Context: an optimization exercise on an open-source flow, tuned for small area and a short achievable clock period. The choices shown serve that exercise and are no tape-out recipe. In this exercise RTL edits were held to simulation tests only and were not proved equivalent to the original. Power and IR drop assume default switching activity.

==> flow/design.v <==
module float_adder(clk,rst_n,add_a,add_b,adder_out);
parameter E_ref = {(8-1){1'b1}};
parameter E_max = {(8){1'b1}};
input wire[8+23:0] add_a,add_b;			 
output wire[8+23:0] adder_out;
input rst_n,clk;
assign adder_out = {add_s2,add_e2,add_f2};
wire [8-1:0] a_e = add_a[8+23-1:23];
wire [8-1:0] b_e = add_b[8+23-1:23];
wire [2*23+1:0] a_f = {2'b01,add_a[23-1:0],{23{1'b0}}};	 
wire [2*23+1:0] b_f = {2'b01,add_b[23-1:0],{23{1'b0}}};	 
wire 				  a_s = add_a[8+23];
wire 				  b_s = add_b[8+23];
reg a_s0,b_s0,add_s1,add_s2;
reg sub_eq1;
reg[8-1:0] add_e0;					 
reg[8-1:0] add_e1;
reg[8-1:0] add_e2;
reg[2*23+1:0] a_f0,b_f0;					  
reg[2*23+1:0] add_f1;									
reg[23-1:0] add_f2;
wire[2*23+1:0] sub_shift_f1 = (add_f1 << (sub_shift-1'b1));
reg[8-1:0] sub_shift;
always @(posedge clk or negedge rst_n) begin
	if(!rst_n) begin					 
		a_s0 <= 0;
		b_s0 <= 0;
		add_e0 <= 23;
		a_f0 <= 0;
		b_f0 <= 0;
	end
	else begin
		if(add_a == 0 && add_b == 0)begin
			a_s0 <= 0;
			b_s0 <= 0;
			add_e0 <= 23;
			a_f0 <= 0;
			b_f0 <= 0;
		end
		else begin
			if((a_e < b_e)|| (a_e == b_e && a_f < b_f)) begin			
				a_s0 <= b_s;				 
				b_s0 <= a_s;				 
				add_e0 <= b_e;				 
				a_f0 <= b_f;				 
				b_f0 <= a_f>>(b_e-a_e);	 
			end
			else begin
				a_s0 <= a_s;			 
				b_s0 <= b_s;
				add_e0 <= a_e;
				a_f0 <= a_f;
				b_f0 <= b_f>>(a_e-b_e);	 
			end
		end
	end
end
always @(posedge clk or negedge rst_n) begin
	if(!rst_n) begin					 
		add_e1 <= 23;
		add_f1 <= 0;
		add_s1 <= 0;
		sub_eq1 <= 0;
	end
	else begin
		sub_eq1 <= 0;
		if(a_s0 == b_s0) begin		 
			add_f1 <= a_f0 + b_f0;
		end
		else begin  
			add_f1 <= a_f0 - b_f0;
			if(a_f0 == b_f0) begin		 
				sub_eq1 <= 1;
			end
		end
		add_s1 <= a_s0;
		add_e1 <= add_e0;
	end
end
always @(posedge clk or negedge rst_n) begin
	if(!rst_n) begin					 
		add_e2 <= 0;
		add_f2 <= 0;
		add_s2 <= 0;
	end
	else begin
		add_s2 <= add_s1;
		if(add_e1 == E_max) begin		 
				add_f2 <= 1;
				add_e2 <= {8{1'b1}};
		end
		else begin							 
			if(add_f1[2*23+1]) begin			 
				add_f2 <= add_f1[2*23:23+1]+add_f1[23];
				add_e2 <= add_e1+1'b1;
			end
			else begin
				if(sub_eq1 == 1) begin			 
					add_s2 <= 0;
					add_e2 <= 0;
					add_f2 <= 0;
				end
				else begin
					add_f2 <= sub_shift_f1[2*23-1:23]+sub_shift_f1[23-1];
					add_e2 <= add_e1 - (sub_shift-1'b1);
				end
			end
		end
	end
end
always @(add_f1) begin
	casex(add_f1[2*23+1:23+1])
		24'b1xxxxxxxxxxxxxxxxxxxxxxx: sub_shift=8'd0;
		24'b01xxxxxxxxxxxxxxxxxxxxxx: sub_shift=8'd1;
		24'b001xxxxxxxxxxxxxxxxxxxxx: sub_shift=8'd2;
		24'b0001xxxxxxxxxxxxxxxxxxxx: sub_shift=8'd3;
		24'b00001xxxxxxxxxxxxxxxxxxx: sub_shift=8'd4;
		24'b000001xxxxxxxxxxxxxxxxxx: sub_shift=8'd5;
		24'b0000001xxxxxxxxxxxxxxxxx: sub_shift=8'd6;
		24'b00000001xxxxxxxxxxxxxxxx: sub_shift=8'd7;
		24'b000000001xxxxxxxxxxxxxxx: sub_shift=8'd8;
		24'b0000000001xxxxxxxxxxxxxx: sub_shift=8'd9;
		24'b00000000001xxxxxxxxxxxxx: sub_shift=8'd10;
		24'b000000000001xxxxxxxxxxxx: sub_shift=8'd11;
		24'b0000000000001xxxxxxxxxxx: sub_shift=8'd12;
		24'b00000000000001xxxxxxxxxx: sub_shift=8'd13;
		24'b000000000000001xxxxxxxxx: sub_shift=8'd14;
		24'b0000000000000001xxxxxxxx: sub_shift=8'd15;
		24'b00000000000000001xxxxxxx: sub_shift=8'd16;
		24'b000000000000000001xxxxxx: sub_shift=8'd17;
		24'b0000000000000000001xxxxx: sub_shift=8'd18;
		24'b00000000000000000001xxxx: sub_shift=8'd19;
		24'b000000000000000000001xxx: sub_shift=8'd20;
		24'b0000000000000000000001xx: sub_shift=8'd21;
		24'b00000000000000000000001x: sub_shift=8'd22;
		24'b000000000000000000000001: sub_shift=8'd23;
		default: sub_shift = 8'd24;
	endcase
end
endmodule
module float_mult(clk,rst_n,mul_a,mul_b,out_a);
parameter E_ref = {(8-1){1'b1}};			 
parameter E_add_max = {(8){1'b1}}+E_ref-1;
input wire[8+23:0] mul_a,mul_b;			 
output wire[8+23:0] out_a;
input rst_n,clk;
assign out_a = {S[2],e2,f2};
wire[8:0] mul_a_e,mul_b_e;		 
wire[23:0] mul_a_f,mul_b_f;
wire S0;
assign S0 = mul_a[8+23]^mul_b[8+23];			 
assign mul_a_e = {1'b0,mul_a[8+23-1:23]};		 
assign mul_b_e = {1'b0,mul_b[8+23-1:23]};		 
assign mul_a_f = {1'b1,mul_a[23-1:0]};						 
assign mul_b_f = {1'b1,mul_b[23-1:0]};						 
reg[23*2+1:0] f0;								 
reg[23+1:0] f1;
reg[23-1:0] f2;
reg[8:0] e0,e1;							 
reg[8-1:0]e2;
reg[2:0] S;											 
always @(posedge clk or negedge rst_n) begin
	if(!rst_n) begin					 
		f0 <= 0;
		e0 <= 0;
		S <= 0;
	end
	else begin
		S <= {S[1:0],S0};			 
		if(mul_a_e == {1'b0,{(8){1'b1}}} || mul_b_e == {1'b0,{(8){1'b1}}})begin		 
			f0 <= 1;
			e0 <= E_add_max;
		end
		else begin
			f0 <= mul_a_f*mul_b_f;
			e0 <= mul_a_e+mul_b_e;
		end
	end
end
always @(posedge clk or negedge rst_n)begin
		if(!rst_n) begin					 
		f1 <= 0;
		e1 <= 0;
	end
	else begin
		if(e0 > E_ref) begin
			if(e0 >= E_add_max) begin		 
				e1 <= {(8+1){1'b1}};	 
				f1 <= 1;							 
			end
			else begin				 
				e1 <= (e0 - E_ref);
				f1 <= f0[23*2+1:23]+f0[23-1];			 
			end
		end
		else begin					 
			e1 <= 0;			 
			f1 <= 0;			 
		end
	end
end
always @(posedge clk or negedge rst_n)begin
	if(!rst_n) begin					 
		f2 <= 0;
		e2 <= 0;
	end
	else begin
		if(f1[23+1]) begin	 
			f2 <= f1[23:1];
			e2 <= e1[8-1:0]+1'b1;
		end
		else begin
			f2 <= f1[23-1:0];
			e2 <= e1[8-1:0];
		end
	end
end
endmodule
module float_comp(rst_n,clk,float_a,float_b,gt,eq,lt);
parameter E_bit = 8,F_bit = 23;
input clk,rst_n;
input [F_bit+E_bit:0] float_a,float_b;
output wire gt,eq,lt;
wire a_s = float_a[F_bit+E_bit];
wire b_s = float_b[F_bit+E_bit];
wire[E_bit-1:0] a_e = float_a[F_bit+E_bit-1:F_bit];
wire[E_bit-1:0] b_e = float_b[F_bit+E_bit-1:F_bit];
wire[F_bit-1:0] a_f = float_a[F_bit-1:0];
wire[F_bit-1:0] b_f = float_b[F_bit-1:0];
reg great_than,equal;
assign gt = great_than;
assign eq = equal;
assign lt = (~great_than)&(~equal);
always @(posedge clk or negedge rst_n)begin
	if(!rst_n)begin
		great_than <= 0;
		equal <= 0;
	end
	else begin
		great_than <= 0;
		equal <= 0;
		if(a_s == b_s) begin										 
			if(a_e > b_e) great_than <= 1'b1^a_s; 			 
			else if(a_e < b_e) great_than <= 1'b0^a_s;	 
			else begin												 
				if(a_f > b_f) great_than <= 1'b1^a_s;		 
				else if(a_f < b_f) great_than <= 1'b0^a_s;	 
				else	equal <= 1'b1;								 
			end
		end
		else if(a_s == 0)										 
			great_than <= 1'b1;
		else
			great_than <= 1'b0;
	end
end
endmodule
module float2int(clk,rst_n,float_in,int_out);
parameter E_bit = 8,F_bit = 23,INT_WIDTH = 32;
parameter E_int_ref = {(E_bit-1){1'b1}}+F_bit;			 
input wire clk,rst_n;
input wire[E_bit+F_bit:0] float_in;
output reg[INT_WIDTH-1:0] int_out;
reg [INT_WIDTH-1:0] abs_buf;
wire [E_bit-1:0] f_e = float_in[E_bit+F_bit-1:F_bit];
wire [F_bit:0] f_f = {1'b1,float_in[F_bit-1:0]};	 
wire f_s = float_in[E_bit+F_bit];
always @(posedge clk or negedge rst_n) begin
	if(!rst_n) begin
		abs_buf <= 0;
		int_out <= 0;
	end
	else begin
		if (f_e == E_int_ref)begin
			abs_buf = f_f;
		end
		else if(f_e > E_int_ref) begin
			abs_buf = f_f << (f_e-E_int_ref);
		end
		else begin
			abs_buf = f_f >> (E_int_ref-f_e);
		end
		if(f_s) begin
			int_out <= ~abs_buf+1;
		end
		else begin
			int_out <= abs_buf;
		end
	end
end
endmodule
module int2float(clk,rst_n,int_in,float_out);
parameter E_bit = 8,F_bit = 23,INT_WIDTH = 32;
parameter E_ref = {(E_bit-1){1'b1}};			 
input wire clk,rst_n;
input wire[INT_WIDTH-1:0] int_in;
output wire[E_bit+F_bit:0] float_out;
reg f_s;
reg[E_bit-1:0] f_e;
reg[F_bit-1:0] f_f;
assign float_out = {f_s,f_e,f_f};		 
wire int_s = int_in[INT_WIDTH-1];		 
wire[INT_WIDTH-1:0] abs_int = int_s?(~int_in+1):int_in;
reg[INT_WIDTH-1:0] int_shift_buf;
reg[E_bit-1:0] e_shift;
always @(posedge clk or negedge rst_n) begin
	if(!rst_n) begin
		f_s <= 0;
		f_e <= E_ref;
		f_f <= 0;
	end
	else begin
		if(e_shift > F_bit) begin		 
			int_shift_buf = abs_int>>(e_shift-F_bit);
		end
		else begin							 
			int_shift_buf = abs_int<<(F_bit-e_shift);
		end
		f_e <= E_ref + e_shift;
		f_f = int_shift_buf[F_bit-1:0];
		f_s <= int_s;
	end
end
always @(abs_int) begin
	casex(abs_int)
		32'b1xxxxxxxxxxxxxxxxxxxxxxxxxxxxxxx: e_shift=7'd31;
		32'b01xxxxxxxxxxxxxxxxxxxxxxxxxxxxxx: e_shift=7'd30;
		32'b001xxxxxxxxxxxxxxxxxxxxxxxxxxxxx: e_shift=7'd29;
		32'b0001xxxxxxxxxxxxxxxxxxxxxxxxxxxx: e_shift=7'd28;
		32'b00001xxxxxxxxxxxxxxxxxxxxxxxxxxx: e_shift=7'd27;
		32'b000001xxxxxxxxxxxxxxxxxxxxxxxxxx: e_shift=7'd26;
		32'b0000001xxxxxxxxxxxxxxxxxxxxxxxxx: e_shift=7'd25;
		32'b00000001xxxxxxxxxxxxxxxxxxxxxxxx: e_shift=7'd24;
		32'b000000001xxxxxxxxxxxxxxxxxxxxxxx: e_shift=7'd23;
		32'b0000000001xxxxxxxxxxxxxxxxxxxxxx: e_shift=7'd22;
		32'b00000000001xxxxxxxxxxxxxxxxxxxxx: e_shift=7'd21;
		32'b000000000001xxxxxxxxxxxxxxxxxxxx: e_shift=7'd20;
		32'b0000000000001xxxxxxxxxxxxxxxxxxx: e_shift=7'd19;
		32'b00000000000001xxxxxxxxxxxxxxxxxx: e_shift=7'd18;
		32'b000000000000001xxxxxxxxxxxxxxxxx: e_shift=7'd17;
		32'b0000000000000001xxxxxxxxxxxxxxxx: e_shift=7'd16;
		32'b00000000000000001xxxxxxxxxxxxxxx: e_shift=7'd15;
		32'b000000000000000001xxxxxxxxxxxxxx: e_shift=7'd14;
		32'b0000000000000000001xxxxxxxxxxxxx: e_shift=7'd13;
		32'b00000000000000000001xxxxxxxxxxxx: e_shift=7'd12;
		32'b000000000000000000001xxxxxxxxxxx: e_shift=7'd11;
		32'b0000000000000000000001xxxxxxxxxx: e_shift=7'd10;
		32'b00000000000000000000001xxxxxxxxx: e_shift=7'd9;
		32'b000000000000000000000001xxxxxxxx: e_shift=7'd8;
		32'b0000000000000000000000001xxxxxxx: e_shift=7'd7;
		32'b00000000000000000000000001xxxxxx: e_shift=7'd6;
		32'b000000000000000000000000001xxxxx: e_shift=7'd5;
		32'b0000000000000000000000000001xxxx: e_shift=7'd4;
		32'b00000000000000000000000000001xxx: e_shift=7'd3;
		32'b000000000000000000000000000001xx: e_shift=7'd2;
		32'b0000000000000000000000000000001x: e_shift=7'd1;
		32'b00000000000000000000000000000001: e_shift=7'd0;
		default: e_shift = 7'd0;
	endcase
end
endmodule
module float_ops(
	input         clk,
	input         rst_n,
	input  [31:0] add_a,
	input  [31:0] add_b,
	output [31:0] add_out,
	input  [31:0] mul_a,
	input  [31:0] mul_b,
	output [31:0] mul_out,
	input  [31:0] cmp_a,
	input  [31:0] cmp_b,
	output        cmp_gt,
	output        cmp_eq,
	output        cmp_lt,
	input  [31:0] f2i_in,
	output [31:0] f2i_out,
	input  [31:0] i2f_in,
	output [31:0] i2f_out
);
	float_adder u_add(.clk(clk), .rst_n(rst_n), .add_a(add_a), .add_b(add_b), .adder_out(add_out));
	float_mult  u_mul(.clk(clk), .rst_n(rst_n), .mul_a(mul_a), .mul_b(mul_b), .out_a(mul_out));
	float_comp  u_cmp(.rst_n(rst_n), .clk(clk), .float_a(cmp_a), .float_b(cmp_b), .gt(cmp_gt), .eq(cmp_eq), .lt(cmp_lt));
	float2int   u_f2i(.clk(clk), .rst_n(rst_n), .float_in(f2i_in), .int_out(f2i_out));
	int2float   u_i2f(.clk(clk), .rst_n(rst_n), .int_in(i2f_in), .float_out(i2f_out));
endmodule
==> flow/run.sh <==
#!/bin/bash
# synth_recipe.tcl (not shown) runs the flow's synth.tcl, then flattens the netlist and writes it again
# the make line also repeats each setting of config.mk as NAME=value (left out here)
make -C /OpenROAD-flow-scripts/flow DESIGN_CONFIG=/design/flow/config.mk WORK_HOME=/design/flow/orfs CLKGATE_MAP_FILE= SYNTH_SCRIPT=/design/flow/synth_recipe.tcl finish
==> flow/config.mk <==
export PLATFORM = sky130hd
export DESIGN_NAME = float_ops
export DESIGN_NICKNAME = float_ops
export VERILOG_FILES = /design/flow/design.v
export SDC_FILE = /design/flow/constraint.sdc
export NUM_CORES = 4
export LEC_CHECK = 0
export CAP_MARGIN = 20
export CORE_MARGIN = 2
export CORE_UTILIZATION = 40
export SLEW_MARGIN = 20
==> flow/constraint.sdc <==
create_clock -name core_clock -period 10.0 [get_ports {clk}]
set_input_delay 2.0000 -clock core_clock [delete_from_list [all_inputs] [get_ports {clk}]]
set_output_delay 2.0000 -clock core_clock [all_outputs]
set_load 0.01 [all_outputs]
==> notes.md <==
kinds of logic after synthesis:
family / after synthesis / share of synthesized area, %
muxes: 361 / 9.51
adders and majority gates: 808 / 26.8
buffers and inverters: 1153 / 8.68
DFF: 339 / 16.5
and+or+nand+nor: 1933 / 18.6
AOI/OAI and AO/OA: 1196 / 15.6
xor gates and xnor gates: 254 / 4.34
metrics by stage:
stage	hold slack [ps]	TNS (ps)	power, mW	utilization [%]
finish	329	0	21.8	46.5
global route	342	0	24.2	46.5
floorplan	331	0	13.5	-
global placement	334	-2040	20.3	45.4
CTS	328	0	22.1	46.4
detailed placement	335	-2970	20.4	45.4
power breakdown:
part,switching [mW],total (mW),internal (mW)
Combinational,9.88,17.9,7.98
Sequential,0.391,2.40,2.01
Clock,0.615,1.53,0.911
metal layers:
| metal | vias up | GRT usage, % | wire [um] |
|---|---|---|---|
| li1 | 21200 | - | - |
| met1 | 22800 | 35.3 | 75300 |
| met2 | 1680 | 44.3 | 84200 |
| met3 | 315 | 3.13 | 10400 |
| met4 | 6 | 8.71 | 6400 |
| met5 | - | 0 | 37 |
worst max path at each step:
stage | start | endpoint | slack [ps] | cells after the start
after floorplan | mul_b[3] | u_mul.f0[47] | 570 | 28
after global placement | mul_a[19] | u_mul.f0[47] | -380 | 30
after detailed placement | mul_b[12] | u_mul.f0[42] | -460 | 31
after CTS | mul_b[12] | u_mul.f0[42] | 130 | 31
after global routing | mul_b[3] | u_mul.f0[46] | 60 | 32
final | mul_b[0] | u_mul.f0[46] | 450 | 31
area by class of cell:
cell class              instances  area (sq um)
clock buffers                  44          1030
well taps                    1662          2080
diodes                          9          22.5
inverters                     753          2830
flip-flops and latches        339          8500
clock inverters                25           333
fillers                     12500         68200
multi-input cells            4552         38600
repair buffers                643          5880
synthesized netlist by cell type, drive strengths merged, types with 33 or more instances:
cell type  instances
a211oi            67
mux4              94
nor2b             43
nor2             355
and2             282
inv              746
mux2              78
ha               322
a21o              72
nand3            210
a22o              33
clkbuf           315
a21oi            318
nand4             56
and3              46
nor3             125
nand2b            45
nand2            594
xnor2            154
buf               85
or3               33
o211ai            40
xor2             100
nor4              50
fa               486
o22ai             38
mux2i            189
o21ai            247
dfrtp            324
o31ai             36
what timing repair did:
| action | CTS | global route |
|---|---|---|
| setup endpoints to repair | 0 | 9 |
| gates resized for setup | 0 | 10 |
| setup buffers | 0 | 1 |
state kept, by name, indices dropped and copies added, names as in the netlist, 24 cells and up:
| signal | count |
|---|---|
| u_add.b_f0 | 47 |
| u_add.add_f1 | 48 |
| u_mul.f0 | 26 |
| u_mul.f1 | 25 |
| u_add.a_f0 | 24 |
| u_f2i.int_out | 32 |
==> impl_metrics.json <==
{
  "status": "finished clean",
  "timing.rr.end": "u_add.add_f2[18]",
  "hold_class": "reg -> reg",
  "drt_iter0_markers": 4189,
  "rr_worst_depth": 23,
  "root_buffer": "clkbuf_16",
  "viasPerCell": 5.73,
  "routedWlPerCell_um": 22.0,
  "cpMostUsedCell": "fa_1",
  "holdBufCountCts": 0,
  "firstDrtPassIters": 6,
  "dpl_worst_slack_ps": -461,
  "finalSetupViolCount": 0,
  "placed_area_sq_um": 57900,
  "synthTopCellsByArea": "fa_1 19%, dfrtp_1 16%, ha_1 7.8%",
  "min_period_ps": 9550,
  "cellPowerDensity_nw_per_um2": 367,
  "drv_slew": 0,
  "grt_overflow": 0,
  "grt_pass1_vias": 45300,
  "num_io_pins": 389,
  "syn_nets": 7110,
  "fin_skew_ps": 43.7,
  "slew_headroom_pct": 24.4,
  "timing.fmax_mhz": 105,
  "hold_path_startpoint": "u_add.add_e0[4]",
  "drive_above_1_share_pct": 9.58,
  "finalHoldViolCount": 0,
  "gp_congestion": 0.968,
  "max_stage_delay_ps": 560,
  "die_area_sq_um": 131000,
  "place_inst": 7947,
  "synthArstFlopShare_pct": 100,
  "worstPathMaxFanout": 12,
  "cpMaxStageDelayCell": "fa_1",
  "clock_latency_ps": 600,
  "fin_nets": 7394,
  "core_area_sq_um": 128000,
  "hold_end": "u_add.add_e1[4]",
  "hpwl_mm": 143,
  "whs_path_depth": 0,
  "grt_first_pass_wirelength_mm": 271,
  "cp.required_ps": 10430,
  "syn_inst": 6044,
  "final_cell_mix": "741 x inv_1, 593 x nand2_1, 486 x fa_1",
  "port_buffers": 388,
  "crit_family": "adder cells",
  "crit_buf_inv": 9,
  "worst_slew_pin_slew_ps": 1120,
  "end_kind": "flip-flop",
  "stdcell_count": 8027,
  "synth_area_per_cell_sq_um": 8.51,
  "grt_max_degree": 94,
  "clkSlewWorstSetupHoldPaths_ps": 60,
  "critical_path_arrival_ps": 9980,
  "r2r-start": "u_add.add_f1[47]",
  "syn2layout_area_growth_pct": 15.3,
  "drc_errors": 0,
  "vias": 46000,
  "final_area_sq_um": 59300,
  "maxCapViolations": 0,
  "rsz0062_at_grt": "no",
  "die_h_um": 362,
  "clock-sinks": 339,
  "antenna_found_initial": 12,
  "final_common_cell": "inv_1",
  "yosysWarnings": 5,
  "synth_edf_count": 0,
  "ant_nets": 0,
  "p_leak_nw": 26.8,
  "synth_ff_type": "dfrtp_1",
  "synth_seq_cells": 339,
  "worst_slack_ps": 453,
  "grtUsageTotal_pct": 26.4,
  "r2r_slack_ps": 3160,
  "numCtsBuffers": 39,
  "wl_mm": 176,
  "synthDistinctLibCells": 108,
  "seq_area_frac_synth_pct": 16.5,
  "cts_buffer_depth": 3,
  "synth_top_cell_by_area": "fa_1",
  "netlist_area_sq_um": 51400,
  "rows": 131,
  "min_period_over_period_pct": 95.5,
  "synth.top_cell.area_share_pct": 18.9,
  "criticalPathCategory": "in -> reg",
  "start_util_pct": 40.3,
  "cp-start-kind": "input port",
  "cts_max_level": 2,
  "cts_tree": "done",
  "ir_worst_vdd_mv": 0.832,
  "die_w_um": 362
}

what the ideal ports hide:
No port has a modelled driver above. Below, the same layout with a new extraction and two added sets of constraints.
Step 1 sets driving cells, clkbuf_16 on the clock port and buf_2 on the other inputs (assumed; they add their load-dependent delay and slew).
Step 2 moves the port delays by t, midway between the first and last clock arrival at a register: inputs arrive t later, outputs are due t later. That takes back most of the time a late clock gives input paths.
Three values: no drivers, after step 1, after step 2; two values: the first two.
t (ns): 0.643
setup slack, ns: 0.453 / 0.499 / -0.144
worst hold slack (ns): 0.329 / 0.329 / 0.329
worst setup path after step 2: input to register
worst register clock-pin slew, ns: 0.07 / 0.07
Met with ideal ports but missed after step 2: setup timing in this run. The setup slack of this run moves by +0.046 ns with the drivers and by -0.597 ns with both steps.
